## constraint.sdc

```tcl
create_clock -name core_clock -period 50.0 [get_ports {CLOCK_50}]
set_input_delay 10.0000 -clock core_clock [delete_from_list [all_inputs] [get_ports {CLOCK_50}]]
set_output_delay 10.0000 -clock core_clock [all_outputs]
set_load 0.01 [all_outputs]
```

## config.mk

```make
export PLATFORM = sky130hd
export DESIGN_NAME = ALD_miami
export DESIGN_NICKNAME = ALD_miami
export VERILOG_FILES = /design/flow/design.v
export SDC_FILE = /design/flow/constraint.sdc
export NUM_CORES = 4
export LEC_CHECK = 0
export CAP_MARGIN = 20
export CORE_MARGIN = 2
export CORE_UTILIZATION = 40
export CTS_BUF_LIST = sky130_fd_sc_hd__clkbuf_8
export CTS_CLUSTER_DIAMETER = 500
export CTS_CLUSTER_SIZE = 100
export SLEW_MARGIN = 20
```

## run.sh

```bash
#!/bin/bash
# synth_recipe.tcl (not shown) runs the flow's synth.tcl, then flattens the netlist and writes it again
# the make line also repeats each setting of config.mk as NAME=value (left out here)
make -C /OpenROAD-flow-scripts/flow DESIGN_CONFIG=/design/flow/config.mk WORK_HOME=/design/flow/orfs CLKGATE_MAP_FILE= SYNTH_SCRIPT=/design/flow/synth_recipe.tcl finish
```

## design.v

```verilog
module ALD_miami(
    SW,
    RST_N,
    CLOCK_50,
    LEDR
);
input [7:1]SW;
input RST_N;
input CLOCK_50;
output [6:0]LEDR;
wire clk = CLOCK_50;
wire rst = RST_N;
reg [5:0] rung;
wire r0  = (rung == 6'd0);
wire r1  = (rung == 6'd1);
wire r2  = (rung == 6'd2);
wire r6  = (rung == 6'd6);
wire r7  = (rung == 6'd7);
wire r38 = (rung == 6'd38);
reg started;                 
reg mstart, vacpumps, mfc, tok;
reg ps0, ps1, ps2;           
reg tonp1_in, trig11, trig21, trig71, trig81;
reg [3:0] cyc_acc;           
reg cyc_ep;                  
reg SV1, SV4, VV1, VV2, heaterson, reactorheater, mfcwater;
assign LEDR = {mfcwater, reactorheater, heaterson, VV2, VV1, SV4, SV1};
reg [38:0] ring1;
reg [12:0] ring2;
reg [12:0] ring3;
reg cy1, cy2, cy3;
wire seg_tonp1  = (rung <= 6'd10);
wire seg_tvac1  = (rung >= 6'd11) & (rung <= 6'd22);
wire seg_twater = (rung >= 6'd23) & (rung <= 6'd33);
wire seg_tpvac  = (rung >= 6'd34) & (rung <= 6'd37);
wire first1     = r0 | (rung == 6'd11) | (rung == 6'd23) | (rung == 6'd34);
wire act1       = ~r38;
wire en1  = (seg_tonp1 & tonp1_in) | (seg_tvac1 & trig11) | (seg_twater & trig21) | (seg_tpvac & mstart);
wire sat1 = seg_tvac1 ? (ring1[11] & ring1[2] & ring1[1]) :
            seg_tpvac ? (ring1[3] & ring1[1] & ring1[0]) :
                        (ring1[10] & ring1[1] & ring1[0]);
wire old1 = ring1[0] & started;
wire cin1 = first1 ? ~(sat1 & started) : cy1;
wire nb1  = act1 ? (en1 & (old1 ^ cin1)) : svac1_n;
wire act2   = (rung >= 6'd13) & (rung <= 6'd25);
wire first2 = (rung == 6'd13);
wire sat2   = ring2[12] & ring2[3] & ring2[0];
wire cin2   = first2 ? ~sat2 : cy2;
wire nb2    = act2 ? (trig71 & (ring2[0] ^ cin2)) : ring2[0];
wire act3   = (rung >= 6'd15) & (rung <= 6'd24);
wire first3 = (rung == 6'd15);
wire sat3   = ring3[9] & ring3[1];
wire old3   = ring3[0] & started;
wire cin3   = first3 ? ~(sat3 & started) : cy3;
wire nb3    = act3 ? (tok & (old3 ^ cin3)) :
              r0   ? (SW[2] | cyc_dn) :
              r1   ? ~SW[7] :
              r38  ? svac2_n : ring3[0];
always @(posedge clk) begin
    ring1 <= {nb1, ring1[38:1]};
    ring2 <= {nb2, ring2[12:1]};
    ring3 <= {nb3, ring3[12:1]};
    cy1 <= old1 & cin1;
    cy2 <= ring2[0] & cin2;
    cy3 <= old3 & cin3;
end
wire tonp1_ge   = ring1[11] & ring1[2];      
wire tonp1_b0   = ring1[1];
wire tvac1_ge   = ring1[23] & ring1[14];     
wire tvac1_b0   = ring1[12];
wire twater_ge  = ring1[34] & ring1[25];     
wire twater_b0  = ring1[24];
wire tvacw_ge   = ring2[0] & ring2[4];       
wire tvacw_b0   = ring2[1];
wire tvacw_ge3  = ring2[0] & (ring2[4] | (ring2[3] & ring2[2] & ring2[1]));  
wire tpvac_sat  = ring1[30] & ring1[28] & ring1[27] & started;
wire pulse_sat  = ring3[4] & ring3[9];
wire svac1      = ring1[0];
wire mstop_r2   = ring3[11];
wire mstop      = ring3[1];
wire heat       = ring3[2];
wire svac2      = ring3[0];
wire svac1_n    = trig11 & ~tvac1_ge;
wire svac2_n    = trig71 & ~tvacw_ge3;
wire startpos  = ps1 & ~ps2;
wire sv11      = tonp1_in & ~tonp1_ge;
wire sv1_start = tonp1_ge & ~tonp1_b0;
wire tonp1_n   = (trig81 & ~cyc_ep) | ps1 | sv11;
wire trig11_n  = sv1_start | (trig11 & ~startpos & ~trig81);
wire trig21_n  = (tvac1_ge & tvac1_b0) | (trig21 & ~startpos & ~trig81);
wire sw_tt     = trig21 & ~twater_ge;
wire trig71_n  = (trig21_n & twater_ge & ~twater_b0) | (trig71 & ~startpos & ~trig81);
wire trig81_n  = tvacw_ge & ~tvacw_b0;
wire cyc_res   = cyc_acc[3] & cyc_acc[1] & cyc_acc[0];
wire cyc_full  = cyc_acc[3] & cyc_acc[1] & ~cyc_acc[0];
wire cyc_dn    = cyc_ep & ~cyc_res;
wire cyc_inc   = trig81 & ~cyc_full;
wire [3:0] cyc_acc31 = cyc_res ? 4'd0 : cyc_acc + {3'd0, cyc_inc};
wire cyc_full31 = cyc_acc31[3] & cyc_acc31[1];
always @(posedge clk) begin
    if (r7) ps0 <= tok & ~pulse_sat;
end
always @(posedge clk or negedge rst) begin
    if (rst == 1'b0) begin
        rung <= 6'd0;
        started <= 1'b0;
        mstart <= 1'b0;
        vacpumps <= 1'b0; mfc <= 1'b0; tok <= 1'b0;
        ps1 <= 1'b0; ps2 <= 1'b0;
        tonp1_in <= 1'b0; trig11 <= 1'b0; trig21 <= 1'b0; trig71 <= 1'b0; trig81 <= 1'b0;
        cyc_acc <= 4'd0; cyc_ep <= 1'b0;
        SV1 <= 1'b0; SV4 <= 1'b0; VV1 <= 1'b0; VV2 <= 1'b0;
        heaterson <= 1'b0; reactorheater <= 1'b0; mfcwater <= 1'b0;
    end
    else begin
        rung <= r38 ? 6'd0 : rung + 6'd1;
        if (r2) mstart <= (~SW[1] & ~SW[3]) | (mstart & ~SW[2] & ~mstop_r2);
        if (r6) mfc <= mstart & (~SW[5] | (SW[6] & mfc));
        if (r7) begin
            tok <= mstart & (~SW[4] | tok);
            vacpumps <= mstart & (~tpvac_sat | (vacpumps & ~tok));
        end
        if (r38) begin
            started <= 1'b1;
            ps1 <= ps0; ps2 <= ps1;
            tonp1_in <= tonp1_n;
            trig11 <= trig11_n;
            trig21 <= trig21_n;
            trig71 <= trig71_n;
            trig81 <= trig81_n;
            cyc_acc <= startpos ? 4'd11 : cyc_acc31;
            cyc_ep <= trig81 ? cyc_full31 : cyc_dn;
            SV1 <= mstart & sv11;
            SV4 <= mstart & sw_tt;
            VV1 <= mstart & (vacpumps | svac1);
            VV2 <= mstart & (vacpumps | svac2);
            heaterson <= heat;
            reactorheater <= (mstart | reactorheater) & ~mstop;
            mfcwater <= mfc;
        end
    end
end
endmodule
```

==> qor.yml, run 1 <==
outcome:
  run_status: "no timing/DRC/antenna violations"
synthesis:
  synth.avg_cell_area_um2: 11.3
  synth_area_leaders: "dfxtp_1 41%, dfrtp_1 22%, nand2_1 3.7%, ha_1 3.4%, o21ai_0 2.5%"
  netlist_area_mm2: 0.00334
  synth.top_cell.area_share: 0.407
  synth_net_count: 314
  postSynthRegisterBits: 99
  yosys.area.top_type: "dfxtp_1"
  post-synth-top-count-cell: "dfxtp_1"
  seq_area_frac_synth: 0.641
  synthCells: 296
  synthTopCellsByCount: "68 x dfxtp_1, 33 x nand2_1, 30 x dfrtp_1, 17 x o21ai_0, 15 x nor2_1"
  synth-edff-count: 1
  yosys_most_used_dff: "dfxtp_1"
  synthArstFlopShare: 0.303
  synth_cell_type_count: 50
  synth.yosys.warnings: 1
global_route:
  grt_pass1_vias: 1987
  grt_use_met1: 0.200
  globalRouteMet3Util: 0.0490
  global_route.peak_usage_layer: "met2"
  met2_track_utilization_from_global_routing: 0.225
  wire_length_of_the_first_global_routing_pass_um: 9990
  grt_overflow: 0
  grt_max_degree: 34
  grt_antenna_before_repair: 0
  grt_usage: 0.147
critical_path:
  crit_fanout: 2
  timing.critical_path.to_type: "output pin"
  cp_slowest_stage_delay_ps: 540
  worstPathCellList: "clkdlybuf4s50_1"
  timing.critical_path.buf_inv: 1
  worst_ep_required_time_ps: 40000
  reg2reg_slack_ps: 47310
  setup.worst_path.class: "reg -> out"
  timing.critical_path.slowest_stage_cell: "clkdlybuf4s50_1"
  gate_family_responsible_for_the_most_delay_along_the_worst_path: "buffers and inverters"
  arrival_time_worst_endpoint_ps: 1260
  worstSetupStartpointType: "flop"
die:
  pin_count: 16
  die_area_mm2: 0.00910
  die_w_um: 95.4
  coreArea_mm2: 0.00818
  core_rows: 33
  fp.dieH_um: 95.4
  start_util: 0.409
clock_tree:
  cts_max_level: 3
  total_cts_buffers: 9
  cts.reportedPaths.clkPinSlew_ps: 90
  post_cts_hold_buffer_count: 0
  cts_max_path_buffers: 2
  ctsResizeCount: 0
  clk_root_buffer_cell: "clkbuf_8"
  cts_setup_buffers: 0
  cts_num_sinks: 99
  tritoncts: "built"
  clock_insertion_delay_worst_skew_ps: 360
cells_and_area:
  synthToLayoutAreaGrowth_pct: 11.3
  finish.utilization: 0.455
  finish.net_count: 324
  insertedDiodeCount: 0
  layout.cell_area.non_filler_mm2: 0.00372
  post_route_cells_drive_above_1_share: 0.0740
sta:
  max_freq_mhz: 88.8
  final_hold_violation_count: 0
  fin_hold_ws_ps: 328
  min_period_over_period: 0.225
  finClkSkew_ps: 11.9
  final_max_slew_viol_count: 0
  time_the_worst_path_needs_with_i_o_delays_and_setup_ps: 11260
  timing.max_slew.rel_slack: 0.514
  final.setup.tns_ps: 0
  rsz0062_at_grt: "false"
  setup_viol: 0
  worstMarginPinSlew_ps: 728
pwr:
  power.density_cell_area_mw_per_mm2: 35.5
  total_power_mw: 0.132
  power.static_leakage_nw: 1.55
  maximum_vdd_drop_uv: 16.0
detailed_routing:
  drtIter0Drc: 76
  route.vias.total: 2052
  detail_route.wl_per_cell_um: 14.3
  antenna_left: 0
  wl_um: 5960
  routed_via_density: 4.93
  drc: 0
  first_drt_pass_iteration_count: 4
worst_hold_path:
  holdCritPathClass: "reg -> reg"
job:
  drv_cap: 0
placed_design:
  place.gp.congestion: 0.804
  placedInstanceArea_mm2: 0.00352
  placed_wire_length_estimate_after_detailed_placement_um: 4090
  io_buffers: 15
-- cell usage in the layout (no fill, tap or decap), types with 2 or more instances in the layout --
cell type	count
a21boi_0	2
a21oi_1	9
a22o_1	3
a31oi_1	3
a32o_1	2
and2_1	6
and3_1	4
buf_4	2
clkbuf_8	11
clkdlybuf4s50_1	15
dfrtp_1	30
dfxtp_1	68
ha_1	9
inv_1	8
inv_6	2
mux2i_1	3
nand2_1	33
nand2b_1	6
nand3_1	9
nand4_1	6
nor2_1	15
nor2b_1	4
nor3_1	2
o211ai_1	2
o21a_1	2
o21ai_0	17
o21ai_1	6
o22a_1	2
o31ai_1	3
xnor2_1	4
-- power breakdown --
| part | total, mW | internal, mW | switching (mW) |
|---|---|---|---|
| sequential | 0.0805 | 0.0799 | 0.000580 |
| clock | 0.0491 | 0.0215 | 0.0276 |
| combinational | 0.00249 | 0.00135 | 0.00114 |
-- layout make-up --
cell class                 count  area (µm²)
multi-input combinational    171        1060
timing repair buffer          17         165
clock buffer                  11         151
sequential                    99        2140
clock inverter                 5        42.5
fill                         753        4460
inverter                       8        30.0
tap                          105         131
-- routing by layer --
layer | wire length (µm) | vias up
met1 | 2990 | 981
met4 | 85 | 0
met3 | 244 | 10
met2 | 2640 | 25
li1 | - | 1036
met5 | 0 | -
-- stage by stage --
| stage | setup slack [ps] | instances |
|---|---|---|
| finish | 38740 | 416 |
| global route | 38690 | 416 |
| CTS | 38720 | 416 |
| detailed placement | 39080 | 400 |
| global placement | 39100 | 400 |
| floorplan | 39510 | 296 |
-- registers in the layout, indices dropped and copies added, names as in the netlist, 4 cells and up --
name     cells
ring1       39
ring2       13
ring3       13
rung         6
cyc_acc      4
-- kinds of logic (layout without fill, tap and decap cells) --
family | after synthesis | in the layout | synth area share
buffers and inverters | 26 | 41 | 0.0427
adder cells (fa/ha/maj) | 9 | 9 | 0.0337
flip-flops | 99 | 99 | 0.641
XOR/XNOR | 5 | 5 | 0.0131
AND/OR/NAND/NOR | 91 | 91 | 0.133
AO/OA/AOI/OAI | 63 | 63 | 0.127
multiplexers | 3 | 3 | 0.00899
-- final timing paths --
kind,start,end,depth (start not counted)
worst max-delay path,SV4,LEDR[1],1
worst min-delay path,ring2[8],ring2[7],0
worst max register to register,rung[1],ring1[38],10
worst min register to register,ring2[8],ring2[7],0
max in group asynchronous,RST_N,ps2,2
min in group asynchronous,RST_N,trig21,2
==> run 2: changes to the inputs <==
==> flow/run.sh (new file) <==
#!/bin/bash
# Standard layout, run whole through the standard.sh.
bash standard.sh > standard.log 2>&1
==> standard.sh (new file) <==
#!/bin/bash
# synth_recipe.tcl (not shown) runs the flow's synth.tcl, then flattens the netlist and writes it again
# the make line also repeats each setting of config.mk as NAME=value (left out here)
make -C /OpenROAD-flow-scripts/flow DESIGN_CONFIG=/design/flow/config.mk WORK_HOME=/design/flow/orfs CLKGATE_MAP_FILE= SYNTH_SCRIPT=/design/flow/synth_recipe.tcl "${@:-finish}"
--- a/config.mk
+++ b/config.mk
@@ -8,7 +8,4 @@
 export CAP_MARGIN = 20
 export CORE_MARGIN = 2
 export CORE_UTILIZATION = 40
-export CTS_BUF_LIST = sky130_fd_sc_hd__clkbuf_8
-export CTS_CLUSTER_DIAMETER = 500
-export CTS_CLUSTER_SIZE = 100
 export SLEW_MARGIN = 20
removed: run.sh
==> run 2 against run 1 <==
  * Still clean
  * Non-clock buffer count unchanged
  * Power unchanged
  * Worst setup slack unchanged
  * Combinational power about the same
  * Sequential cell count unchanged
  * Clock power about the same
  * Register-to-register slack about the same
  * Die area unchanged
  * Sequential power about the same
  * Via count unchanged
  * Worst hold slack unchanged
==> qor.yml, run 2 <==
cells_and_area:
  synthToLayoutAreaGrowth_pct: 11.3
  largest_register_ffs: 39
  layout.cell_area.non_filler_mm2: 0.00372
  insertedDiodeCount: 0
  final_cell_mix: "68 x dfxtp_1, 33 x nand2_1, 30 x dfrtp_1"
  layout_top_registers: "ring1: 39 flops, ring2: 13 flops, ring3: 13 flops"
  finish.utilization: 0.455
  post_route_cells_drive_above_1_share: 0.0740
  finalNonFillerCells: 416
  most_common_cell_after_layout_fill_and_taps_aside: "dfxtp_1"
  finish.net_count: 324
  top_register: "ring1"
pwr:
  total_power_mw: 0.132
  power.density_cell_area_mw_per_mm2: 35.5
  maximum_vdd_drop_uv: 16.0
  power.static_leakage_nw: 1.55
sta:
  setup_ws_ps: 38740
  fin_hold_ws_ps: 328
  worstMarginPinSlew_ps: 728
  final.setup.tns_ps: 0
  setup_viol: 0
  rsz0062_at_grt: "false"
  final_hold_violation_count: 0
  max_freq_mhz: 88.8
  timing.max_slew.rel_slack: 0.514
  time_the_worst_path_needs_with_i_o_delays_and_setup_ps: 11260
  finClkSkew_ps: 11.9
  min_period_over_period: 0.225
  final_max_slew_viol_count: 0
die:
  coreArea_mm2: 0.00818
  die_w_um: 95.4
  pin_count: 16
  die_area_mm2: 0.00910
  start_util: 0.409
  core_rows: 33
  fp.dieH_um: 95.4
global_route:
  wire_length_of_the_first_global_routing_pass_um: 9990
  grt_pass1_vias: 1987
  grt_antenna_before_repair: 0
  grt_usage: 0.147
  grt_overflow: 0
  grt_max_degree: 34
synthesis:
  synthTopCellsByCount: "68 x dfxtp_1, 33 x nand2_1, 30 x dfrtp_1, 17 x o21ai_0, 15 x nor2_1"
  synthCells: 296
  yosys.area.top_type: "dfxtp_1"
  synth.top_cell.area_share: 0.407
  yosys_most_used_dff: "dfxtp_1"
  synth-edff-count: 1
  netlist_area_mm2: 0.00334
  post-synth-top-count-cell: "dfxtp_1"
  seq_area_frac_synth: 0.641
  synth.avg_cell_area_um2: 11.3
  postSynthRegisterBits: 99
  synth_cell_type_count: 50
  synth_net_count: 314
  synthArstFlopShare: 0.303
  synth_area_leaders: "dfxtp_1 41%, dfrtp_1 22%, nand2_1 3.7%, ha_1 3.4%, o21ai_0 2.5%"
  synth.yosys.warnings: 1
placed_design:
  placement.setup.worst_slack_ps: 39080
  placedInstanceArea_mm2: 0.00352
  placed_wire_length_estimate_after_detailed_placement_um: 4090
  place.gp.congestion: 0.804
  dp.cells: 400
  io_buffers: 15
critical_path:
  timing.critical_path.to_type: "output pin"
  worst_ep_required_time_ps: 40000
  timing.critical_path.buf_inv: 1
  crit_fanout: 2
  worstSetupStartpointType: "flop"
  cp_slowest_stage_delay_ps: 540
  arrival_time_worst_endpoint_ps: 1260
  worstPathCellList: "clkdlybuf4s50_1"
  setup.worst_path.class: "reg -> out"
  timing.critical_path.slowest_stage_cell: "clkdlybuf4s50_1"
  gate_family_responsible_for_the_most_delay_along_the_worst_path: "buffers and inverters"
detailed_routing:
  drtIter0Drc: 76
  wl_um: 5960
  first_drt_pass_iteration_count: 4
  route.vias.total: 2052
  detail_route.wl_per_cell_um: 14.3
  drc: 0
  routed_via_density: 4.93
  antenna_left: 0
clock_tree:
  cts_setup_buffers: 0
  post_cts_hold_buffer_count: 0
  clock_insertion_delay_worst_skew_ps: 360
  cts.reportedPaths.clkPinSlew_ps: 90
  cts_max_level: 3
  tritoncts: "built"
  ctsResizeCount: 0
  cts_num_sinks: 99
  total_cts_buffers: 9
  clk_root_buffer_cell: "clkbuf_8"
  cts_max_path_buffers: 2
job:
  drv_cap: 0
outcome:
  run_status: "no timing/DRC/antenna violations"
worst_hold_path:
  holdCritPathClass: "reg -> reg"
-- run 2: cell counts after synthesis --
Identical to the previous run, type by type.
-- run 2: worst paths after layout --
| path | start | to | slack, ps | cells past startpoint |
|---|---|---|---|---|
| worst max-delay path | SV4 | LEDR[1] | 38740 | 1 |
| worst min-delay path | ring2[8] | ring2[7] | 330 | 0 |
| worst max register to register | rung[1] | ring1[38] | 47310 | 10 |
| worst min register to register | ring2[8] | ring2[7] | 330 | 0 |
| max in group asynchronous | RST_N | ps2 | 39680 | 2 |
| min in group asynchronous | RST_N | trig21 | 10020 | 2 |
-- run 2: final cells by class --
class                      count  area (µm²)
clock buffer                  11         151
fill                         753        4460
multi-input combinational    171        1060
sequential                    99        2140
clock inverter                 5        42.5
inverter                       8        30.0
tap                          105         131
timing repair buffer          17         165
-- run 2: cell families (layout without fill, tap and decap cells) --
logic type | count (synthesis) | count (layout) | share of synthesized area
buffers and inverters | 26 | 41 | 0.0427
AOI/OAI and AO/OA | 63 | 63 | 0.127
adders and majority gates | 9 | 9 | 0.0337
DFF | 99 | 99 | 0.641
and+or+nand+nor | 91 | 91 | 0.133
muxes | 3 | 3 | 0.00899
xor gates and xnor gates | 5 | 5 | 0.0131
-- run 2: power breakdown --
| group | switching [mW] | total [mW] | internal [mW] |
|---|---|---|---|
| sequential | 0.000580 | 0.0805 | 0.0799 |
| clock | 0.0276 | 0.0491 | 0.0215 |
| combinational | 0.00114 | 0.00249 | 0.00135 |
-- run 2: per-layer routing --
layer | vias to the layer above | share of wire | global-route usage
met5 | - | 0 | 0
met4 | 0 | 0.014 | 0.0440
met3 | 10 | 0.041 | 0.0490
met2 | 25 | 0.44 | 0.225
met1 | 981 | 0.50 | 0.200
li1 | 1036 | - | -
==> run 3: changes to the inputs <==
==> run.sh (new file) <==
#!/bin/bash
# synth_recipe.tcl (not shown) runs the flow's synth.tcl, then flattens the netlist and writes it again
# the make line also repeats each setting of config.mk as NAME=value (left out here)
make -C /OpenROAD-flow-scripts/flow DESIGN_CONFIG=/design/flow/config.mk WORK_HOME=/design/flow/orfs CLKGATE_MAP_FILE= SYNTH_SCRIPT=/design/flow/synth_recipe.tcl finish
removed: flow/run.sh
removed: standard.sh
==> run 3 against run 2 <==
  * Global-route usage unchanged
  * First-iteration DRC count is the same
  * Die area is the same
  * Routed wire length is the same
  * Critical path type unchanged
==> qor.yml, run 3 <==
outcome:
  run_status: "no timing/DRC/antenna violations"
global_route:
  grt_pass1_vias: 1987
  grt_overflow: 0
  wire_length_of_the_first_global_routing_pass_um: 9990
  grt_antenna_before_repair: 0
  grt_usage: 0.147
  grt_max_degree: 34
cells_and_area:
  largest_register_ffs: 39
  layout_top_registers: "ring1: 39 flops, ring2: 13 flops, ring3: 13 flops"
  layout.cell_area.non_filler_mm2: 0.00372
  finish.net_count: 324
  multi_input_area_mm2: 0.00106
  insertedDiodeCount: 0
  final-seq-area_mm2: 0.00214
  post_route_cells_drive_above_1_share: 0.0740
  synthToLayoutAreaGrowth_pct: 11.3
  fillCellCount: 753
  top_register: "ring1"
  final_cell_mix: "68 x dfxtp_1, 33 x nand2_1, 30 x dfrtp_1"
  most_common_cell_after_layout_fill_and_taps_aside: "dfxtp_1"
critical_path:
  r2r-end: "ring1[38]"
  cp_slowest_stage_delay_ps: 540
  setup.worst_path.class: "reg -> out"
  ff2ff_path_depth: 10
  worstSetupStartpointType: "flop"
  r2r_start: "rung[1]"
  reg2reg_slack_ps: 47310
  timing.critical_path.slowest_stage_cell: "clkdlybuf4s50_1"
  worst_ep_required_time_ps: 40000
  worstPathCellList: "clkdlybuf4s50_1"
  timing.critical_path.to_type: "output pin"
  gate_family_responsible_for_the_most_delay_along_the_worst_path: "buffers and inverters"
  crit_fanout: 2
  timing.critical_path.buf_inv: 1
  arrival_time_worst_endpoint_ps: 1260
sta:
  min_period_over_period: 0.225
  rsz0062_at_grt: "false"
  timing.max_slew.rel_slack: 0.514
  fin_hold_ws_ps: 328
  final.setup.tns_ps: 0
  finClkSkew_ps: 11.9
  worstMarginPinSlew_ps: 728
  time_the_worst_path_needs_with_i_o_delays_and_setup_ps: 11260
  final_hold_violation_count: 0
  final_max_slew_viol_count: 0
  setup_viol: 0
  max_freq_mhz: 88.8
worst_hold_path:
  timing.hold.worst_path_depth: 0
  holdCritPathClass: "reg -> reg"
  holdCritStartpoint: "ring2[8]"
  hold_path_end: "ring2[7]"
clock_tree:
  tritoncts: "built"
  clock_insertion_delay_worst_skew_ps: 360
  cts_max_path_buffers: 2
  cts.reportedPaths.clkPinSlew_ps: 90
  cts_num_sinks: 99
  cts_max_level: 3
  total_cts_buffers: 9
  clk_root_buffer_cell: "clkbuf_8"
  cts_setup_buffers: 0
  ctsResizeCount: 0
  post_cts_hold_buffer_count: 0
pwr:
  power.static_leakage_nw: 1.55
  power.density_cell_area_mw_per_mm2: 35.5
  total_power_mw: 0.132
  maximum_vdd_drop_uv: 16.0
die:
  start_util: 0.409
  core_rows: 33
  die_w_um: 95.4
  pin_count: 16
  fp.dieH_um: 95.4
  die_area_mm2: 0.00910
  coreArea_mm2: 0.00818
synthesis:
  netlist_area_mm2: 0.00334
  synthCells: 296
  synth_cell_type_count: 50
  synth.avg_cell_area_um2: 11.3
  synth_net_count: 314
  synth-edff-count: 1
  synth.yosys.warnings: 1
  postSynthRegisterBits: 99
  synth_area_leaders: "dfxtp_1 41%, dfrtp_1 22%, nand2_1 3.7%, ha_1 3.4%, o21ai_0 2.5%"
  synth.top_cell.area_share: 0.407
  synthTopCellsByCount: "68 x dfxtp_1, 33 x nand2_1, 30 x dfrtp_1, 17 x o21ai_0, 15 x nor2_1"
  yosys_most_used_dff: "dfxtp_1"
  post-synth-top-count-cell: "dfxtp_1"
  seq_area_frac_synth: 0.641
  synthArstFlopShare: 0.303
  yosys.area.top_type: "dfxtp_1"
detailed_routing:
  drc: 0
  routed_via_density: 4.93
  first_drt_pass_iteration_count: 4
  wl_um: 5960
  drtIter0Drc: 76
  route.vias.total: 2052
  detail_route.wl_per_cell_um: 14.3
  antenna_left: 0
placed_design:
  place.gp.congestion: 0.804
  placed_wire_length_estimate_after_detailed_placement_um: 4090
  placedInstanceArea_mm2: 0.00352
  io_buffers: 15
job:
  drv_cap: 0
run 3: worst max-delay path by stage:
stage	from	endpoint	slack [ps]	cells past startpoint
finish	SV4	LEDR[1]	38740	1
global route	mfcwater	LEDR[6]	38690	1
CTS	SV4	LEDR[1]	38720	1
detailed placement	SW[2]	ring3[12]	39080	4
global placement	SW[2]	ring3[12]	39100	4
floorplan	SV1	LEDR[0]	39510	1
run 3: cell families after synthesis:
kind of cell,Yosys count,share of synthesized area
buffers and inverters,26,0.0427
DFF,99,0.641
AOI/OAI and AO/OA,63,0.127
adders and majority gates,9,0.0337
xor gates and xnor gates,5,0.0131
and+or+nand+nor,91,0.133
muxes,3,0.00899
run 3: cell type report:
cell class / instances / area share
tap: 105 / 0.0353
sequential: 99 / 0.576
clock inverter: 5 / 0.0114
clock buffer: 11 / 0.0407
inverter: 8 / 0.00808
multi-input combinational: 171 / 0.284
timing repair buffer: 17 / 0.0444
run 3: power by group:
part	switching, mW	total [mW]	internal (mW)
Sequential	0.000580	0.0805	0.0799
Clock	0.0276	0.0491	0.0215
Combinational	0.00114	0.00249	0.00135
Total	0.0293	0.132	0.103
run 3: stage by stage:
stage | util | std cells | worst slack [ps]
6_report | 0.455 | 416 | 38740
5_1_grt | 0.455 | 416 | 38690
4_1_cts | 0.455 | 416 | 38720
3_5_place_dp | 0.431 | 400 | 39080
3_3_place_gp | 0.431 | 400 | 39100
2_1_floorplan | - | 296 | 39510
run 3: layer usage:
| metal | track usage | up-vias | share of wire |
|---|---|---|---|
| li1 | - | 1036 | - |
| met2 | 0.225 | 25 | 0.44 |
| met5 | 0 | - | 0 |
| met3 | 0.0490 | 10 | 0.041 |
| met1 | 0.200 | 981 | 0.50 |
| met4 | 0.0440 | 0 | 0.014 |
==> run 4: changes to the inputs <==
==> flow/run.sh (new file) <==
#!/bin/bash
# The standard layout with two ORFS settings changed:
#  - the port buffers are the smallest buffer (buf_1) rather than the default
#  - clock tree synthesis inserts no dummy loads
set -euo pipefail
bash standard.sh \
  BUFFER_PORTS_ARGS="-buffer_cell sky130_fd_sc_hd__buf_1" \
  CTS_ARGS="-sink_clustering_enable -repair_clock_nets -dont_use_dummy_load" \
  finish > standard.log 2>&1
==> standard.sh (new file) <==
#!/bin/bash
# synth_recipe.tcl (not shown) runs the flow's synth.tcl, then flattens the netlist and writes it again
# the make line also repeats each setting of config.mk as NAME=value (left out here)
make -C /OpenROAD-flow-scripts/flow DESIGN_CONFIG=/design/flow/config.mk WORK_HOME=/design/flow/orfs CLKGATE_MAP_FILE= SYNTH_SCRIPT=/design/flow/synth_recipe.tcl "${@:-finish}"
removed: run.sh
==> run 4 against run 3 <==
  * Global-route usage down 0.15 points
  * Area after synthesis did not move
  * Via count down 0.49%
  * Clock skew increased by 9.6 ps
  * Clock power decreased by 22%
  * Still clean
  * First-iteration DRC count increased by 39%
  * Power down 8.7%
  * Critical path depth unchanged
==> qor.yml, run 4 <==
outcome:
  run_status: "no timing/DRC/antenna violations"
pwr:
  power.density_cell_area_mw_per_mm2: 34.0
  power.static_leakage_nw: 1.47
  maximum_vdd_drop_uv: 20.5
critical_path:
  crit_path_end: "LEDR[1]"
  setup.worst_path.class: "reg -> out"
  worstSetupStartpointType: "flop"
  ff2ff_path_depth: 10
  timing.critical_path.to_type: "output pin"
  startpoint: "SV4"
  arrival_time_worst_endpoint_ps: 880
  timing.critical_path.buf_inv: 1
  worstPathCellList: "buf_1"
  timing.critical_path.slowest_stage_cell: "dfrtp_1"
  reg2reg_slack_ps: 47220
  cp_num_cells: 1
  r2r-end: "ring1[38]"
  cp_slowest_stage_delay_ps: 390
  crit_fanout: 2
  r2r_start: "rung[1]"
  gate_family_responsible_for_the_most_delay_along_the_worst_path: "flip-flops"
  worst_ep_required_time_ps: 40000
detailed_routing:
  drc: 0
  detail_route.wl_per_cell_um: 14.3
  drtIter0Drc: 106
  first_drt_pass_iteration_count: 4
  routed_via_density: 5.00
  route.vias.total: 2042
  wl_um: 5840
  antenna_left: 0
placed_design:
  io_buffers: 15
  placed_wire_length_estimate_after_detailed_placement_um: 3970
  place.gp.congestion: 0.779
  placement.setup.worst_slack_ps: 39320
sta:
  setup_ws_ps: 39120
  min_period_over_period: 0.218
  final.setup.tns_ps: 0
  worstMarginPinSlew_ps: 800
  setup_viol: 0
  time_the_worst_path_needs_with_i_o_delays_and_setup_ps: 10880
  final_max_slew_viol_count: 0
  max_freq_mhz: 91.9
  timing.max_slew.rel_slack: 0.467
  final_hold_violation_count: 0
  finClkSkew_ps: 21.5
  rsz0062_at_grt: "false"
cells_and_area:
  finish.net_count: 323
  multi_input_area_mm2: 0.00106
  fillCellCount: 776
  largest_register_ffs: 39
  top_register: "ring1"
  layout_top_registers: "ring1: 39 flops, ring2: 13 flops, ring3: 13 flops"
  most_common_cell_after_layout_fill_and_taps_aside: "dfxtp_1"
  final_cell_mix: "68 x dfxtp_1, 33 x nand2_1, 30 x dfrtp_1"
  final-seq-area_mm2: 0.00214
  insertedDiodeCount: 0
  synthToLayoutAreaGrowth_pct: 6.22
  post_route_cells_drive_above_1_share: 0.0528
global_route:
  global_route.peak_usage_layer: "met2"
  grt_antenna_before_repair: 0
  met2_track_utilization_from_global_routing: 0.219
  grt_overflow: 0
  grt_max_degree: 34
  wire_length_of_the_first_global_routing_pass_um: 9910
  grt_use_met1: 0.197
  grt_pass1_vias: 1976
  globalRouteMet3Util: 0.0593
  grt_usage: 0.146
job:
  drv_cap: 0
synthesis:
  synth_net_count: 314
  synth.avg_cell_area_um2: 11.3
  seq_area_frac_synth: 0.641
  synth_area_leaders: "dfxtp_1 41%, dfrtp_1 22%, nand2_1 3.7%, ha_1 3.4%, o21ai_0 2.5%"
  yosys_most_used_dff: "dfxtp_1"
  netlist_area_mm2: 0.00334
  synthTopCellsByCount: "68 x dfxtp_1, 33 x nand2_1, 30 x dfrtp_1, 17 x o21ai_0, 15 x nor2_1"
  synth.top_cell.area_share: 0.407
  synthCells: 296
  synth_cell_type_count: 50
  postSynthRegisterBits: 99
  synth.yosys.warnings: 1
  synth-edff-count: 1
  yosys.area.top_type: "dfxtp_1"
  synthArstFlopShare: 0.303
  post-synth-top-count-cell: "dfxtp_1"
clock_tree:
  clock_insertion_delay_worst_skew_ps: 350
  ctsResizeCount: 0
  cts_max_path_buffers: 2
  post_cts_hold_buffer_count: 0
  cts.reportedPaths.clkPinSlew_ps: 80
  cts_max_level: 3
  clk_root_buffer_cell: "clkbuf_8"
  total_cts_buffers: 9
  cts_setup_buffers: 0
  tritoncts: "built"
  cts_num_sinks: 99
die:
  pin_count: 16
  core_rows: 33
  start_util: 0.409
  die_w_um: 95.4
  coreArea_mm2: 0.00818
  die_area_mm2: 0.00910
  fp.dieH_um: 95.4
worst_hold_path:
  holdCritPathClass: "reg -> reg"
  holdCritStartpoint: "ring1[31]"
-- run 4: cell types whose count changed in the layout (fill, tap and decap cells not counted) --
cell,change
clkdlybuf4s50_1,-15
buf_4,-1
clkinv_4,-1
clkinv_2,-1
clkbuf_8,-2
inv_8,-1
buf_1,+14
inv_6,-2
clkbuf_2,+1
-- run 4: how the worst min path moves through the flow --
stage / cells past startpoint / endpoint / slack (ps)
4_1_cts: 0 / ring1[30] / 320
5_1_grt: 0 / ring3[9] / 320
6_report: 0 / ring1[30] / 320
3_3_place_gp: 0 / ring2[10] / 310
3_5_place_dp: 0 / ring3[5] / 310
2_1_floorplan: 0 / ring1[12] / 310
-- run 4: cell type report --
cell class / count / share of cell area
Multi-Input combinational cell: 171 / 0.298
Sequential cell: 99 / 0.604
Inverter: 8 / 0.00846
Timing Repair Buffer: 16 / 0.0183
Clock buffer: 9 / 0.0349
Tap cell: 105 / 0.0370
-- run 4: logic make-up after synthesis --
kind of cell / after synthesis / synth area share
and+or+nand+nor: 91 / 0.133
adders and majority gates: 9 / 0.0337
AOI/OAI and AO/OA: 63 / 0.127
xor gates and xnor gates: 5 / 0.0131
DFF: 99 / 0.641
buffers and inverters: 26 / 0.0427
muxes: 3 / 0.00899
-- run 4: power breakdown --
group	switching (mW)	internal, mW
sequential	0.000568	0.0799
combinational	0.00114	0.000605
clock	0.0222	0.0162
-- run 4: layer usage --
layer	vias up	wire (µm)
met5	-	0
met4	0	57
met3	5	262
met2	34	2570
met1	978	2950
li1	1025	-
-- run 4: through the flow --
stage / total power, mW / cells / instance area (µm²) / util / hold slack [ps]
6_report: 0.121 / 408 / 3550 / 0.434 / 319
2_1_floorplan: 0.0832 / 296 / 3340 / - / 310
3_5_place_dp: 0.0841 / 399 / 3420 / 0.419 / 312
4_1_cts: 0.122 / 408 / 3550 / 0.434 / 320
5_1_grt: 0.126 / 408 / 3550 / 0.434 / 316
3_3_place_gp: 0.0840 / 399 / 3420 / 0.419 / 311
==> run 5: changes to the inputs <==
--- a/flow/run.sh
+++ b/flow/run.sh
@@ -5,5 +5,5 @@
 set -euo pipefail
 bash standard.sh \
   BUFFER_PORTS_ARGS="-buffer_cell sky130_fd_sc_hd__buf_1" \
-  CTS_ARGS="-sink_clustering_enable -repair_clock_nets -dont_use_dummy_load" \
+  CTS_ARGS="-sink_clustering_enable -repair_clock_nets -dont_use_dummy_load -root_buf sky130_fd_sc_hd__clkbuf_8 -buf_list sky130_fd_sc_hd__clkbuf_4" \
   finish > standard.log 2>&1
==> run 5 against run 4 <==
  * Critical path depth unchanged
  * Clock-buffer cell count did not move
  * Non-clock buffer count is the same
  * Clock skew stayed put
  * Largest cell class unchanged
==> qor.yml, run 5 <==
cells_and_area:
  finish.utilization: 0.434
  post_route_cells_drive_above_1_share: 0.0528
  finish.net_count: 323
  final_cell_mix: "68 x dfxtp_1, 33 x nand2_1, 30 x dfrtp_1"
  insertedDiodeCount: 0
  most_common_cell_after_layout_fill_and_taps_aside: "dfxtp_1"
  synthToLayoutAreaGrowth_pct: 6.22
  top_register: "ring1"
  largest_register_ffs: 39
  fillCellCount: 776
  layout_top_registers: "ring1: 39 flops, ring2: 13 flops, ring3: 13 flops"
  layout.cell_area.non_filler_mm2: 0.00355
pwr:
  sw_frac_of_total: 0.198
  power_frac_seq: 0.667
  maximum_vdd_drop_uv: 20.5
  internal_power_mw: 0.0967
  power.static_leakage_nw: 1.47
  power.share.combinational: 0.014
  power.clock.fraction: 0.318
  power.density_cell_area_mw_per_mm2: 34.0
  net-switching-power_mw: 0.0239
detailed_routing:
  detail_route.wl_per_cell_um: 14.3
  drc: 0
  antenna_left: 0
  route.vias.total: 2042
  drtIter0Drc: 106
  first_drt_pass_iteration_count: 4
  routed_via_density: 5.00
  wl_um: 5840
die:
  start_util: 0.409
  core_rows: 33
  pin_count: 16
  die_area_mm2: 0.00910
  coreArea_mm2: 0.00818
  fp.dieH_um: 95.4
  die_w_um: 95.4
sta:
  worstMarginPinSlew_ps: 800
  final_max_slew_viol_count: 0
  final.setup.tns_ps: 0
  rsz0062_at_grt: "false"
  time_the_worst_path_needs_with_i_o_delays_and_setup_ps: 10880
  finClkSkew_ps: 21.5
  setup_viol: 0
  min_period_over_period: 0.218
  max_freq_mhz: 91.9
  final_hold_violation_count: 0
  timing.max_slew.rel_slack: 0.467
critical_path:
  timing.critical_path.buf_inv: 1
  worstPathCellList: "buf_1"
  worstSetupStartpointType: "flop"
  gate_family_responsible_for_the_most_delay_along_the_worst_path: "flip-flops"
  cp_slowest_stage_delay_ps: 390
  crit_fanout: 2
  arrival_time_worst_endpoint_ps: 880
  ff2ff_path_depth: 10
  timing.critical_path.slowest_stage_cell: "dfrtp_1"
  timing.critical_path.to_type: "output pin"
  setup.worst_path.class: "reg -> out"
  worst_ep_required_time_ps: 40000
  cp_num_cells: 1
placed_design:
  place.gp.congestion: 0.779
  placedInstanceArea_mm2: 0.00342
  placed_wire_length_estimate_after_detailed_placement_um: 3970
  io_buffers: 15
global_route:
  met2_track_utilization_from_global_routing: 0.219
  globalRouteMet3Util: 0.0593
  grt_overflow: 0
  global_route.peak_usage_layer: "met2"
  grt_use_met1: 0.197
  grt_antenna_before_repair: 0
  grt_max_degree: 34
  grt_pass1_vias: 1976
  wire_length_of_the_first_global_routing_pass_um: 9910
  grt_usage: 0.146
synthesis:
  netlist_area_mm2: 0.00334
  synth_cell_type_count: 50
  seq_area_frac_synth: 0.641
  combinational_family_with_the_most_area_after_synthesis: "simple AND/OR/NAND/NOR gates"
  synth.top_cell.area_share: 0.407
  yosys.area.top_type: "dfxtp_1"
  postSynthRegisterBits: 99
  synth-simple-area-share: 0.133
  synth_area_leaders: "dfxtp_1 41%, dfrtp_1 22%, nand2_1 3.7%, ha_1 3.4%, o21ai_0 2.5%"
  synthArstFlopShare: 0.303
  yosys.area_share.xor_xnor: 0.0131
  synthMuxAreaShare: 0.00899
  post_synth_fa_ha_maj_area_fraction: 0.0337
  synthTopCellsByCount: "68 x dfxtp_1, 33 x nand2_1, 30 x dfrtp_1, 17 x o21ai_0, 15 x nor2_1"
  synth-edff-count: 1
  yosys_most_used_dff: "dfxtp_1"
  synth.avg_cell_area_um2: 11.3
  synth.yosys.warnings: 1
  synth_net_count: 314
  synth_compound_gate_area_share: 0.127
  synthCells: 296
  post-synth-top-count-cell: "dfxtp_1"
clock_tree:
  cts.reportedPaths.clkPinSlew_ps: 80
  cts_setup_buffers: 0
  clock_insertion_delay_worst_skew_ps: 350
  tritoncts: "built"
  cts_max_path_buffers: 2
  clk_root_buffer_cell: "clkbuf_8"
  post_cts_hold_buffer_count: 0
  ctsResizeCount: 0
  cts_num_sinks: 99
  cts_max_level: 3
  total_cts_buffers: 9
outcome:
  run_status: "no timing/DRC/antenna violations"
job:
  drv_cap: 0
worst_hold_path:
  timing.hold.worst_path_depth: 0
  holdCritPathClass: "reg -> reg"
run 5: power groups by stage:
stage	registers [mW]	logic (mW)	clock network (mW)
finish	0.0805	0.00175	0.0384
global route	0.0807	0.00212	0.0434
CTS	0.0805	0.00183	0.0397
detailed placement	0.0823	0.00181	0
global placement	0.0823	0.00177	0
floorplan	0.0820	0.00117	0
run 5: through the flow:
| stage | instances | total power, mW | hold slack, ps | setup slack [ps] |
|---|---|---|---|---|
| finish | 408 | 0.121 | 319 | 39120 |
| global route | 408 | 0.126 | 316 | 39050 |
| CTS | 408 | 0.122 | 320 | 39110 |
| detailed placement | 399 | 0.0841 | 312 | 39320 |
| global placement | 399 | 0.0840 | 311 | 39360 |
| floorplan | 296 | 0.0832 | 310 | 39510 |
run 5: routing by layer:
metal	vias to the layer above	routed length (µm)
met5	-	0
met4	0	57
met3	5	262
met2	34	2570
met1	978	2950
li1	1025	-
run 5: area by class of cell:
cell class              count  area [µm²]  share of cell area
inverters                   8        30.0             0.00846
clock buffers               9         124              0.0349
repair buffers             16        65.1              0.0183
flip-flops and latches     99        2140               0.604
well taps                 105         131              0.0370
multi-input cells         171        1060               0.298
run 5: final timing paths:
check                          start            end  slack [ps]
setup reg to reg             rung[1]      ring1[38]       47220
hold reg to reg            ring1[31]      ring1[30]         320
min in group asynchronous      RST_N  reactorheater        9720
setup / recovery                 SV4        LEDR[1]       39120
max in group asynchronous      RST_N       tonp1_in       39750
hold / removal             ring1[31]      ring1[30]         320
run 5: cells by family after synthesis:
family | Yosys count
compound gates | 63
xor+xnor | 5
fa+ha+maj | 9
buf+inv | 26
flops | 99
mux | 3
simple gates | 91
==> run 6: changes to the inputs <==
==> flow/run.sh (replaced) <==
#!/bin/bash
# The standard layout, except:
#  - the port buffers are the smallest buffer (buf_1) rather than the default
#  - the clock tree is built by flow/mycts.tcl: the clock port drives four
#    clkbuf_16, each driving a quarter of the flip-flops, split by position
set -euo pipefail
P="BUFFER_PORTS_ARGS=-buffer_cell sky130_fd_sc_hd__buf_1"
bash standard.sh "$P" place > standard_place.log 2>&1
bash standard.sh "$P" run RUN_SCRIPT=$PWD/flow/mycts.tcl RUN_LOG_NAME_STEM=4_1_cts \
  MYCTS_NBUF=4 MYCTS_BUF=sky130_fd_sc_hd__clkbuf_16 MYCTS_CLKNET=CLOCK_50 > mycts.log 2>&1
bash standard.sh "$P" finish > standard_finish.log 2>&1
==> flow/mycts.tcl (new file) <==
# Clock tree built by hand: the clock port drives NBUF clock buffers, each of
# which drives one group of flip-flops (groups split by position).
utl::set_metrics_stage "cts__{}"
source $::env(SCRIPTS_DIR)/load.tcl
erase_non_stage_variables cts
load_design 3_place.odb 3_place.sdc

set nbuf $::env(MYCTS_NBUF)
set bufm $::env(MYCTS_BUF)

set db [ord::get_db]
set block [ord::get_db_block]
set clk_port_net [$block findNet $::env(MYCTS_CLKNET)]
set master [$db findMaster $bufm]

# sinks with their positions
set sinks {}
foreach it [$clk_port_net getITerms] {
  set inst [$it getInst]
  set loc [$inst getLocation]
  set m [$inst getMaster]
  set x [expr {[lindex $loc 0] + [$m getWidth] / 2}]
  set y [expr {[lindex $loc 1] + [$m getHeight] / 2}]
  lappend sinks [list $it $x $y]
}
puts "mycts: [llength $sinks] sinks, $nbuf buffers of $bufm"

# recursive bisection into nbuf groups (nbuf a power of two)
proc split_groups { sinks n dir } {
  if { $n <= 1 } { return [list $sinks] }
  set idx [expr {$dir == 0 ? 1 : 2}]
  set s [lsort -integer -index $idx $sinks]
  set half [expr {[llength $s] / 2}]
  set a [lrange $s 0 [expr {$half - 1}]]
  set b [lrange $s $half end]
  set nd [expr {1 - $dir}]
  return [concat [split_groups $a [expr {$n / 2}] $nd] [split_groups $b [expr {$n / 2}] $nd]]
}
set groups [split_groups $sinks $nbuf 0]

set i 0
foreach g $groups {
  set sx 0; set sy 0
  foreach s $g { incr sx [lindex $s 1]; incr sy [lindex $s 2] }
  set cx [expr {$sx / [llength $g]}]
  set cy [expr {$sy / [llength $g]}]
  set inst [odb::dbInst_create $block $master "clkbuf_hand_$i"]
  set net [odb::dbNet_create $block "clknet_hand_$i"]
  $net setSigType CLOCK
  foreach s $g {
    set it [lindex $s 0]
    $it disconnect
    $it connect $net
  }
  [$inst findITerm A] connect $clk_port_net
  [$inst findITerm X] connect $net
  $inst setLocation [expr {$cx - [$master getWidth] / 2}] [expr {$cy - [$master getHeight] / 2}]
  $inst setPlacementStatus PLACED
  puts "mycts: buffer $i drives [llength $g] sinks at ($cx, $cy)"
  incr i
}

set_placement_padding -global \
  -left $::env(CELL_PAD_IN_SITES_DETAIL_PLACEMENT) \
  -right $::env(CELL_PAD_IN_SITES_DETAIL_PLACEMENT)
detailed_placement
set_propagated_clock [all_clocks]
estimate_parasitics -placement
report_clock_skew
report_check_types -max_slew -max_capacitance -violators
# slew at the flip-flop clock pins
for {set j 0} {$j < $i} {incr j} {
  set pins [get_pins -of_objects [get_nets clknet_hand_$j] -filter "direction==input"]
  set p [lindex $pins end]
  report_slews $p
}


if { !$::env(SKIP_CTS_REPAIR_TIMING) } {
  repair_timing_helper
  set result [catch { detailed_placement } msg]
  if { $result != 0 } {
    error "Detailed placement failed in CTS: $msg"
  }
  check_placement -verbose
}
report_metrics 4 "cts final"
orfs_write_db $::env(RESULTS_DIR)/4_1_cts.odb
orfs_write_sdc $::env(RESULTS_DIR)/4_cts.sdc
==> run 6 against run 5 <==
  * Highest routed layer unchanged
  * Critical path type unchanged
  * Sequential cell count unchanged
  * Largest cell class unchanged
  * Design area decreased by 0.67%
  * Routed wire length down 3.1%
==> qor.yml, run 6 <==
cells_and_area:
  insertedDiodeCount: 0
  layout_top_registers: "ring1: 39 flops, ring2: 13 flops, ring3: 13 flops"
  finalNonFillerCells: 403
  top_register: "ring1"
  largest_register_ffs: 39
  fillCellCount: 774
  layout.cell_area.non_filler_mm2: 0.00352
  post_route_cells_drive_above_1_share: 0.0369
  final-seq-area_mm2: 0.00214
  multi_input_area_mm2: 0.00106
  final_cell_mix: "68 x dfxtp_1, 33 x nand2_1, 30 x dfrtp_1"
  most_common_cell_after_layout_fill_and_taps_aside: "dfxtp_1"
  finish.net_count: 318
  synthToLayoutAreaGrowth_pct: 5.51
  finish.utilization: 0.431
synthesis:
  synth-edff-count: 1
  synth_area_leaders: "dfxtp_1 41%, dfrtp_1 22%, nand2_1 3.7%, ha_1 3.4%, o21ai_0 2.5%"
  synth.top_cell.area_share: 0.407
  post-synth-top-count-cell: "dfxtp_1"
  synth.yosys.warnings: 1
  synthArstFlopShare: 0.303
  synth_cell_type_count: 50
  synthTopCellsByCount: "68 x dfxtp_1, 33 x nand2_1, 30 x dfrtp_1, 17 x o21ai_0, 15 x nor2_1"
  seq_area_frac_synth: 0.641
  netlist_area_mm2: 0.00334
  synth_net_count: 314
  postSynthRegisterBits: 99
  yosys_most_used_dff: "dfxtp_1"
  synth.avg_cell_area_um2: 11.3
  yosys.area.top_type: "dfxtp_1"
  synthCells: 296
placed_design:
  place.gp.congestion: 0.779
  io_buffers: 15
  dp.cells: 399
  placement.setup.worst_slack_ps: 39320
  placedInstanceArea_mm2: 0.00342
  placed_wire_length_estimate_after_detailed_placement_um: 3970
detailed_routing:
  drc: 0
  wl_um: 5660
  antenna_left: 0
  route.vias.total: 2016
  first_drt_pass_iteration_count: 4
  detail_route.wl_per_cell_um: 14.0
  drtIter0Drc: 80
  routed_via_density: 5.00
sta:
  final_hold_violation_count: 0
  finClkSkew_ps: 8.91
  setup_viol: 0
  setup_ws_ps: 39310
  min_period_over_period: 0.214
  max_freq_mhz: 93.5
  timing.max_slew.rel_slack: 0.489
  fin_hold_ws_ps: 332
  final.setup.tns_ps: 0
  final_max_slew_viol_count: 0
  worstMarginPinSlew_ps: 767
  rsz0062_at_grt: "false"
  time_the_worst_path_needs_with_i_o_delays_and_setup_ps: 10690
job:
  drv_cap: 0
pwr:
  power.static_leakage_nw: 1.46
  total_power_mw: 0.115
  maximum_vdd_drop_uv: 18.0
  power.density_cell_area_mw_per_mm2: 32.6
global_route:
  grt_pass1_vias: 1905
  grt_usage: 0.131
  wire_length_of_the_first_global_routing_pass_um: 9640
  grt_max_degree: 34
  grt_antenna_before_repair: 0
  grt_overflow: 0
critical_path:
  cp_slowest_stage_delay_ps: 410
  timing.critical_path.buf_inv: 1
  arrival_time_worst_endpoint_ps: 690
  worstPathCellList: "buf_1"
  r2r_start: "rung[1]"
  reg2reg_slack_ps: 47250
  worst_ep_required_time_ps: 40000
  timing.critical_path.to_type: "output pin"
  r2r-end: "ring1[38]"
  gate_family_responsible_for_the_most_delay_along_the_worst_path: "flip-flops"
  setup.worst_path.class: "reg -> out"
  crit_fanout: 2
  cp_num_cells: 1
  worstSetupStartpointType: "flop"
  startpoint: "SV4"
  ff2ff_path_depth: 10
  timing.critical_path.slowest_stage_cell: "dfrtp_1"
  crit_path_end: "LEDR[1]"
die:
  die_w_um: 95.4
  start_util: 0.409
  core_rows: 33
  die_area_mm2: 0.00910
  pin_count: 16
  fp.dieH_um: 95.4
  coreArea_mm2: 0.00818
clock_tree:
  cts_setup_buffers: 0
  cts.reportedPaths.clkPinSlew_ps: 90
  clock_insertion_delay_worst_skew_ps: 160
  ctsResizeCount: 0
  post_cts_hold_buffer_count: 0
worst_hold_path:
  holdCritStartpoint: "ring1[36]"
  holdCritPathClass: "reg -> reg"
outcome:
  run_status: "no timing/DRC/antenna violations"
==> run 6: logic make-up (layout without fill, tap and decap cells) <==
group,count (synthesis),count (layout),share of synthesized area
AND/OR/NAND/NOR,91,91,0.133
multiplexers,3,3,0.00899
flip-flops,99,99,0.641
XOR/XNOR,5,5,0.0131
buffers and inverters,26,28,0.0427
AO/OA/AOI/OAI,63,63,0.127
adder cells (fa/ha/maj),9,9,0.0337
==> run 6: cell type report <==
| cell class | instances | area share |
|---|---|---|
| sequential | 99 | 0.608 |
| multi-input combinational | 171 | 0.300 |
| tap | 105 | 0.0373 |
| buffer | 4 | 0.0284 |
| timing repair buffer | 16 | 0.0185 |
| inverter | 8 | 0.00852 |
==> run 6: routing by layer <==
metal	share of wire	track usage	vias to the layer above
met4	0.0090	0.0107	0
met5	0	0	-
met2	0.45	0.214	27
met3	0.041	0.0119	3
met1	0.50	0.199	966
li1	-	-	1020
==> run 6: where the power goes <==
group	total [mW]	leakage (nW)	internal [mW]	switching (mW)
logic	0.00173	0.461	0.000606	0.00112
clock network	0.0327	0.0493	0.0146	0.0180
registers	0.0805	0.946	0.0799	0.000565
==> run 6: worst min-delay path by stage <==
stage / to / slack (ps) / cells after the start
after floorplan: ring1[12] / 310 / 0
after global placement: ring2[10] / 310 / 0
after detailed placement: ring3[5] / 310 / 0
after CTS: ring3[5] / 330 / 0
after global routing: ring1[35] / 340 / 0
final: ring1[35] / 330 / 0
==> run 7: changes to the inputs <==
--- a/design.v
+++ b/design.v
@@ -18,7 +18,8 @@
 wire r7  = (rung == 6'd7);
 wire r38 = (rung == 6'd38);
 reg started;                 
-reg mstart, vacpumps, mfc, tok;
+reg mstart, mfc, tok;
+reg vacpumps;                
 reg ps0, ps1, ps2;           
 reg tonp1_in, trig11, trig21, trig71, trig81;
 reg [3:0] cyc_acc;           
@@ -42,11 +43,10 @@
 wire old1 = ring1[0] & started;
 wire cin1 = first1 ? ~(sat1 & started) : cy1;
 wire nb1  = act1 ? (en1 & (old1 ^ cin1)) : svac1_n;
-wire act2   = (rung >= 6'd13) & (rung <= 6'd25);
 wire first2 = (rung == 6'd13);
 wire sat2   = ring2[12] & ring2[3] & ring2[0];
 wire cin2   = first2 ? ~sat2 : cy2;
-wire nb2    = act2 ? (trig71 & (ring2[0] ^ cin2)) : ring2[0];
+wire nb2    = trig71 & (ring2[0] ^ cin2);
 wire act3   = (rung >= 6'd15) & (rung <= 6'd24);
 wire first3 = (rung == 6'd15);
 wire sat3   = ring3[9] & ring3[1];
@@ -98,14 +98,17 @@
 wire [3:0] cyc_acc31 = cyc_res ? 4'd0 : cyc_acc + {3'd0, cyc_inc};
 wire cyc_full31 = cyc_acc31[3] & cyc_acc31[1];
 always @(posedge clk) begin
-    if (r7) ps0 <= tok & ~pulse_sat;
+    if (r7) begin
+        ps0 <= tok & ~pulse_sat;
+        vacpumps <= mstart & (~tpvac_sat | (vacpumps & ~tok));
+    end
 end
 always @(posedge clk or negedge rst) begin
     if (rst == 1'b0) begin
         rung <= 6'd0;
         started <= 1'b0;
         mstart <= 1'b0;
-        vacpumps <= 1'b0; mfc <= 1'b0; tok <= 1'b0;
+        mfc <= 1'b0; tok <= 1'b0;
         ps1 <= 1'b0; ps2 <= 1'b0;
         tonp1_in <= 1'b0; trig11 <= 1'b0; trig21 <= 1'b0; trig71 <= 1'b0; trig81 <= 1'b0;
         cyc_acc <= 4'd0; cyc_ep <= 1'b0;
@@ -118,7 +121,6 @@
         if (r6) mfc <= mstart & (~SW[5] | (SW[6] & mfc));
         if (r7) begin
             tok <= mstart & (~SW[4] | tok);
-            vacpumps <= mstart & (~tpvac_sat | (vacpumps & ~tok));
         end
         if (r38) begin
             started <= 1'b1;
==> run 7 against run 6 <==
  * Worst hold slack worse by 6.8 ps
  * Sequential cell count unchanged
  * Sequential share of layout area up 0.21 points
  * Synthesized cell count up 0.34%
  * Combinational power about the same
==> qor.yml, run 7 <==
clock_tree:
  post_cts_hold_buffer_count: 0
  cts_setup_buffers: 0
  clock_insertion_delay_worst_skew_ps: 160
  cts.reportedPaths.clkPinSlew_ps: 90
  ctsResizeCount: 0
synthesis:
  synth.top_cell.area_share: 0.410
  synthArstFlopShare: 0.293
  yosys_most_used_dff: "dfxtp_1"
  synth.yosys.warnings: 1
  synth.avg_cell_area_um2: 11.2
  synthCells: 297
  yosys.area.top_type: "dfxtp_1"
  synthTopCellsByCount: "68 x dfxtp_1, 38 x nand2_1, 29 x dfrtp_1, 20 x o21ai_0, 15 x nor2_1"
  post-synth-top-count-cell: "dfxtp_1"
  netlist_area_mm2: 0.00332
  postSynthRegisterBits: 99
  synth_area_leaders: "dfxtp_1 41%, dfrtp_1 22%, nand2_1 4.3%, ha_1 3.4%, o21ai_0 3.0%"
  synth_cell_type_count: 49
  synth-edff-count: 2
  seq_area_frac_synth: 0.646
  synth_net_count: 315
cells_and_area:
  largest_register_ffs: 39
  final_cell_mix: "68 x dfxtp_1, 38 x nand2_1, 29 x dfrtp_1"
  synthToLayoutAreaGrowth_pct: 5.95
  post_route_cells_drive_above_1_share: 0.0435
  most_common_cell_after_layout_fill_and_taps_aside: "dfxtp_1"
  insertedDiodeCount: 0
  layout_top_registers: "ring1: 39 flops, ring2: 13 flops, ring3: 13 flops"
  layout.cell_area.non_filler_mm2: 0.00352
  finish.net_count: 319
  top_register: "ring1"
global_route:
  grt_usage: 0.129
  wire_length_of_the_first_global_routing_pass_um: 9430
  grt_overflow: 0
  grt_pass1_vias: 1928
  grt_antenna_before_repair: 0
  grt_max_degree: 32
critical_path:
  crit_fanout: 2
  setup.worst_path.class: "reg -> out"
  worstSetupStartpointType: "flop"
  worst_ep_required_time_ps: 40000
  timing.critical_path.to_type: "output pin"
  timing.critical_path.slowest_stage_cell: "dfrtp_1"
  worstPathCellList: "buf_1"
  cp_slowest_stage_delay_ps: 380
  timing.critical_path.buf_inv: 1
  gate_family_responsible_for_the_most_delay_along_the_worst_path: "flip-flops"
  arrival_time_worst_endpoint_ps: 700
pwr:
  power.density_cell_area_mw_per_mm2: 32.8
  maximum_vdd_drop_uv: 18.6
  total_power_mw: 0.116
  power.static_leakage_nw: 1.40
detailed_routing:
  drtIter0Drc: 143
  wl_um: 5850
  first_drt_pass_iteration_count: 4
  detail_route.wl_per_cell_um: 14.5
  routed_via_density: 5.00
  drc: 0
  antenna_left: 0
  route.vias.total: 2018
sta:
  setup_viol: 0
  final_hold_violation_count: 0
  time_the_worst_path_needs_with_i_o_delays_and_setup_ps: 10700
  worstMarginPinSlew_ps: 571
  timing.max_slew.rel_slack: 0.616
  min_period_over_period: 0.214
  max_freq_mhz: 93.4
  fin_hold_ws_ps: 326
  finClkSkew_ps: 11.7
  rsz0062_at_grt: "false"
  final_max_slew_viol_count: 0
  final.setup.tns_ps: 0
die:
  fp.dieH_um: 95.2
  pin_count: 16
  start_util: 0.409
  coreArea_mm2: 0.00813
  die_area_mm2: 0.00905
  core_rows: 33
  die_w_um: 95.2
placed_design:
  io_buffers: 15
  place.gp.congestion: 0.767
  placed_wire_length_estimate_after_detailed_placement_um: 4110
  placedInstanceArea_mm2: 0.00342
worst_hold_path:
  holdCritPathClass: "reg -> reg"
outcome:
  run_status: "no timing/DRC/antenna violations"
job:
  drv_cap: 0
## run 7: changes by cell type in the layout (fill, tap and decap cells not counted), moves of 3 or more
cell and change:
nand2b_1 -4, nand2_1 +5, and3_1 -3, mux2i_1 -3, o21ai_0 +3, nand4b_1 +3
o31ai_1 +3, o21ai_1 -5, nor3b_1 +3
## run 7: stage by stage
stage | std cells | utilization | setup WS [ps]
after global routing | 404 | 0.433 | 39250
final | 404 | 0.433 | 39300
after global placement | 400 | 0.420 | 39420
after floorplan | 297 | - | 39510
after detailed placement | 400 | 0.420 | 39390
## run 7: path summary, 6_finish.rpt
kind	slack [ps]	endpoint	start	cells after the start
setup / recovery	39300	LEDR[1]	SV4	1
hold / removal	330	ring2[5]	ring2[6]	0
setup reg to reg	47140	ring1[38]	rung[1]	10
hold reg to reg	330	ring2[5]	ring2[6]	0
max in group asynchronous	39680	trig21	RST_N	2
min in group asynchronous	9700	cyc_acc[2]	RST_N	1
## run 7: cell families (layout without fill, tap and decap cells)
group	Yosys count	after routing	synth area share
flops	99	99	0.646
mux	2	2	0.00678
buf+inv	25	27	0.0392
xor+xnor	3	3	0.00791
fa+ha+maj	9	9	0.0339
simple gates	101	101	0.154
compound gates	58	58	0.113
## run 7: area by class of cell
class / instances / area [µm²]
Buffer: 4 / 100
Fill cell: 774 / 4610
Inverter: 6 / 22.5
Multi-Input combinational cell: 173 / 1050
Sequential cell: 99 / 2150
Tap cell: 105 / 131
Timing Repair Buffer: 17 / 71.3
## run 7: per-layer routing
layer,global-route usage,share of wire,vias up
met1,0.189,0.52,973
met5,0,0,-
li1,-,-,1022
met4,0.0109,0.0032,0
met3,0.0119,0.029,2
met2,0.215,0.44,21
## run 7: report_power, final
| group | switching (mW) | leakage, nW | internal (mW) |
|---|---|---|---|
| sequential | 0.000525 | 0.938 | 0.0800 |
| clock | 0.0186 | 0.0493 | 0.0147 |
| combinational | 0.00105 | 0.412 | 0.000654 |
| total | 0.0202 | 1.40 | 0.0953 |
==> run 8: changes to the inputs <==
==> flow/run.sh (replaced) <==
#!/bin/bash
# The standard layout, except:
#  - the port buffers are the smallest buffer (buf_1) rather than the default
#  - the clock tree is built by flow/mycts.tcl: the clock port drives three
#    clkbuf_16, each driving a third of the flip-flops, split by position
set -euo pipefail
P="BUFFER_PORTS_ARGS=-buffer_cell sky130_fd_sc_hd__buf_1"
bash standard.sh "$P" place > standard_place.log 2>&1
bash standard.sh "$P" run RUN_SCRIPT=$PWD/flow/mycts.tcl RUN_LOG_NAME_STEM=4_1_cts \
  MYCTS_NBUF=3 MYCTS_BUF=sky130_fd_sc_hd__clkbuf_16 MYCTS_CLKNET=CLOCK_50 > mycts.log 2>&1
bash standard.sh "$P" finish > standard_finish.log 2>&1
--- a/flow/mycts.tcl
+++ b/flow/mycts.tcl
@@ -25,11 +25,22 @@
 }
 puts "mycts: [llength $sinks] sinks, $nbuf buffers of $bufm"
 
-# recursive bisection into nbuf groups (nbuf a power of two)
+# split into nbuf groups: recursive bisection for powers of two, else
+# strips along the longer side of the sink region
 proc split_groups { sinks n dir } {
   if { $n <= 1 } { return [list $sinks] }
   set idx [expr {$dir == 0 ? 1 : 2}]
   set s [lsort -integer -index $idx $sinks]
+  if { $n % 2 == 1 } {
+    set out {}
+    set len [llength $s]
+    for {set k 0} {$k < $n} {incr k} {
+      set lo [expr {$k * $len / $n}]
+      set hi [expr {($k + 1) * $len / $n - 1}]
+      lappend out [lrange $s $lo $hi]
+    }
+    return $out
+  }
   set half [expr {[llength $s] / 2}]
   set a [lrange $s 0 [expr {$half - 1}]]
   set b [lrange $s $half end]
==> run 8 against run 7 <==
  * Global-route usage hardly changed
  * First-iteration DRC count is 7.0% higher
  * Clock skew is 2.3 ps lower
  * Sequential power hardly changed
  * Critical endpoint unchanged
  * Largest cell class unchanged
  * Largest power group unchanged
==> qor.yml, run 8 <==
critical_path:
  timing.critical_path.slowest_stage_cell: "dfrtp_1"
  arrival_time_worst_endpoint_ps: 740
  timing.critical_path.to_type: "output pin"
  cp_slowest_stage_delay_ps: 400
  worstSetupStartpointType: "flop"
  setup.worst_path.class: "reg -> out"
  crit_fanout: 2
  worstPathCellList: "buf_1"
  worst_ep_required_time_ps: 40000
  gate_family_responsible_for_the_most_delay_along_the_worst_path: "flip-flops"
  timing.critical_path.buf_inv: 1
global_route:
  grt_antenna_before_repair: 0
  grt_pass1_vias: 1914
  grt_usage: 0.129
  grt_overflow: 0
  grt_max_degree: 34
  wire_length_of_the_first_global_routing_pass_um: 9430
detailed_routing:
  drc: 0
  detail_route.wl_per_cell_um: 14.4
  drtIter0Drc: 153
  antenna_left: 0
  route.vias.total: 2021
  routed_via_density: 5.01
  wl_um: 5800
  first_drt_pass_iteration_count: 4
sta:
  final_hold_violation_count: 0
  worstMarginPinSlew_ps: 618
  max_freq_mhz: 93.2
  final.setup.tns_ps: 0
  time_the_worst_path_needs_with_i_o_delays_and_setup_ps: 10740
  setup_viol: 0
  finClkSkew_ps: 9.47
  final_max_slew_viol_count: 0
  fin_hold_ws_ps: 331
  rsz0062_at_grt: "false"
  timing.max_slew.rel_slack: 0.584
  min_period_over_period: 0.215
pwr:
  maximum_vdd_drop_uv: 30.2
  total_power_mw: 0.112
  power.static_leakage_nw: 1.39
  power.density_cell_area_mw_per_mm2: 32.0
clock_tree:
  cts_setup_buffers: 0
  clock_insertion_delay_worst_skew_ps: 170
  cts.reportedPaths.clkPinSlew_ps: 110
  post_cts_hold_buffer_count: 0
  ctsResizeCount: 0
synthesis:
  synth-edff-count: 2
  postSynthRegisterBits: 99
  synth.avg_cell_area_um2: 11.2
  seq_area_frac_synth: 0.646
  synthCells: 297
  synthArstFlopShare: 0.293
  synth_net_count: 315
  netlist_area_mm2: 0.00332
  synth_cell_type_count: 49
  post-synth-top-count-cell: "dfxtp_1"
  synthTopCellsByCount: "68 x dfxtp_1, 38 x nand2_1, 29 x dfrtp_1, 20 x o21ai_0, 15 x nor2_1"
  synth_area_leaders: "dfxtp_1 41%, dfrtp_1 22%, nand2_1 4.3%, ha_1 3.4%, o21ai_0 3.0%"
  synth.yosys.warnings: 1
  synth.top_cell.area_share: 0.410
  yosys_most_used_dff: "dfxtp_1"
  yosys.area.top_type: "dfxtp_1"
cells_and_area:
  insertedDiodeCount: 0
  synthToLayoutAreaGrowth_pct: 5.20
  layout_top_registers: "ring1: 39 flops, ring2: 13 flops, ring3: 13 flops"
  fillCellCount: 774
  top_register: "ring1"
  finish.utilization: 0.430
  most_common_cell_after_layout_fill_and_taps_aside: "dfxtp_1"
  finish.net_count: 318
  final_cell_mix: "68 x dfxtp_1, 38 x nand2_1, 29 x dfrtp_1"
  post_route_cells_drive_above_1_share: 0.0403
  largest_register_ffs: 39
die:
  coreArea_mm2: 0.00813
  die_area_mm2: 0.00905
  die_w_um: 95.2
  start_util: 0.409
  fp.dieH_um: 95.2
  pin_count: 16
  core_rows: 33
outcome:
  run_status: "no timing/DRC/antenna violations"
job:
  drv_cap: 0
worst_hold_path:
  holdCritPathClass: "reg -> reg"
placed_design:
  place.gp.congestion: 0.767
  placed_wire_length_estimate_after_detailed_placement_um: 4110
  io_buffers: 15
-- run 8: power by group --
part | total (mW) | internal, mW | leakage [nW] | switching [mW]
clock | 0.0296 | 0.0112 | 0.0370 | 0.0184
combinational | 0.00171 | 0.000654 | 0.412 | 0.00105
sequential | 0.0806 | 0.0801 | 0.938 | 0.000526
-- run 8: kinds of logic after synthesis --
kind of cell	count (synthesis)	share of synthesized area
XOR/XNOR	3	0.00791
multiplexers	2	0.00678
flip-flops	99	0.646
AND/OR/NAND/NOR	101	0.154
buffers and inverters	25	0.0392
adder cells (fa/ha/maj)	9	0.0339
AO/OA/AOI/OAI	58	0.113
-- run 8: cell type report --
class                      count  area (µm²)  share of cell area
buffer                         3        75.1              0.0215
timing repair buffer          17        71.3              0.0204
multi-input combinational    173        1050               0.300
inverter                       6        22.5             0.00644
sequential                    99        2150               0.614
tap                          105         131              0.0376
-- run 8: through the flow --
step           instances  area [µm²]  worst slack, ps
2_1_floorplan        297        3320            39510
3_3_place_gp         400        3420            39420
3_5_place_dp         400        3420            39390
5_1_grt              403        3500            39220
6_report             403        3500            39260
-- run 8: worst paths after layout --
path	startpoint	to	slack [ps]	cells after the start
hold / removal	ring2[9]	ring2[8]	330	0
setup / recovery	SV4	LEDR[1]	39260	1
setup reg to reg	rung[2]	ring1[38]	47100	8
hold reg to reg	ring2[9]	ring2[8]	330	0
min in group asynchronous	RST_N	SV4	9680	1
max in group asynchronous	RST_N	rung[1]	39700	2
-- run 8: metal layers --
layer	vias up	routed length (µm)	global-route usage	part of all wire
li1	1020	-	-	-
met1	971	2900	0.188	0.50
met2	26	2650	0.221	0.46
met3	4	186	0.00791	0.032
met4	0	57	0.0109	0.0098
met5	-	0	0	0
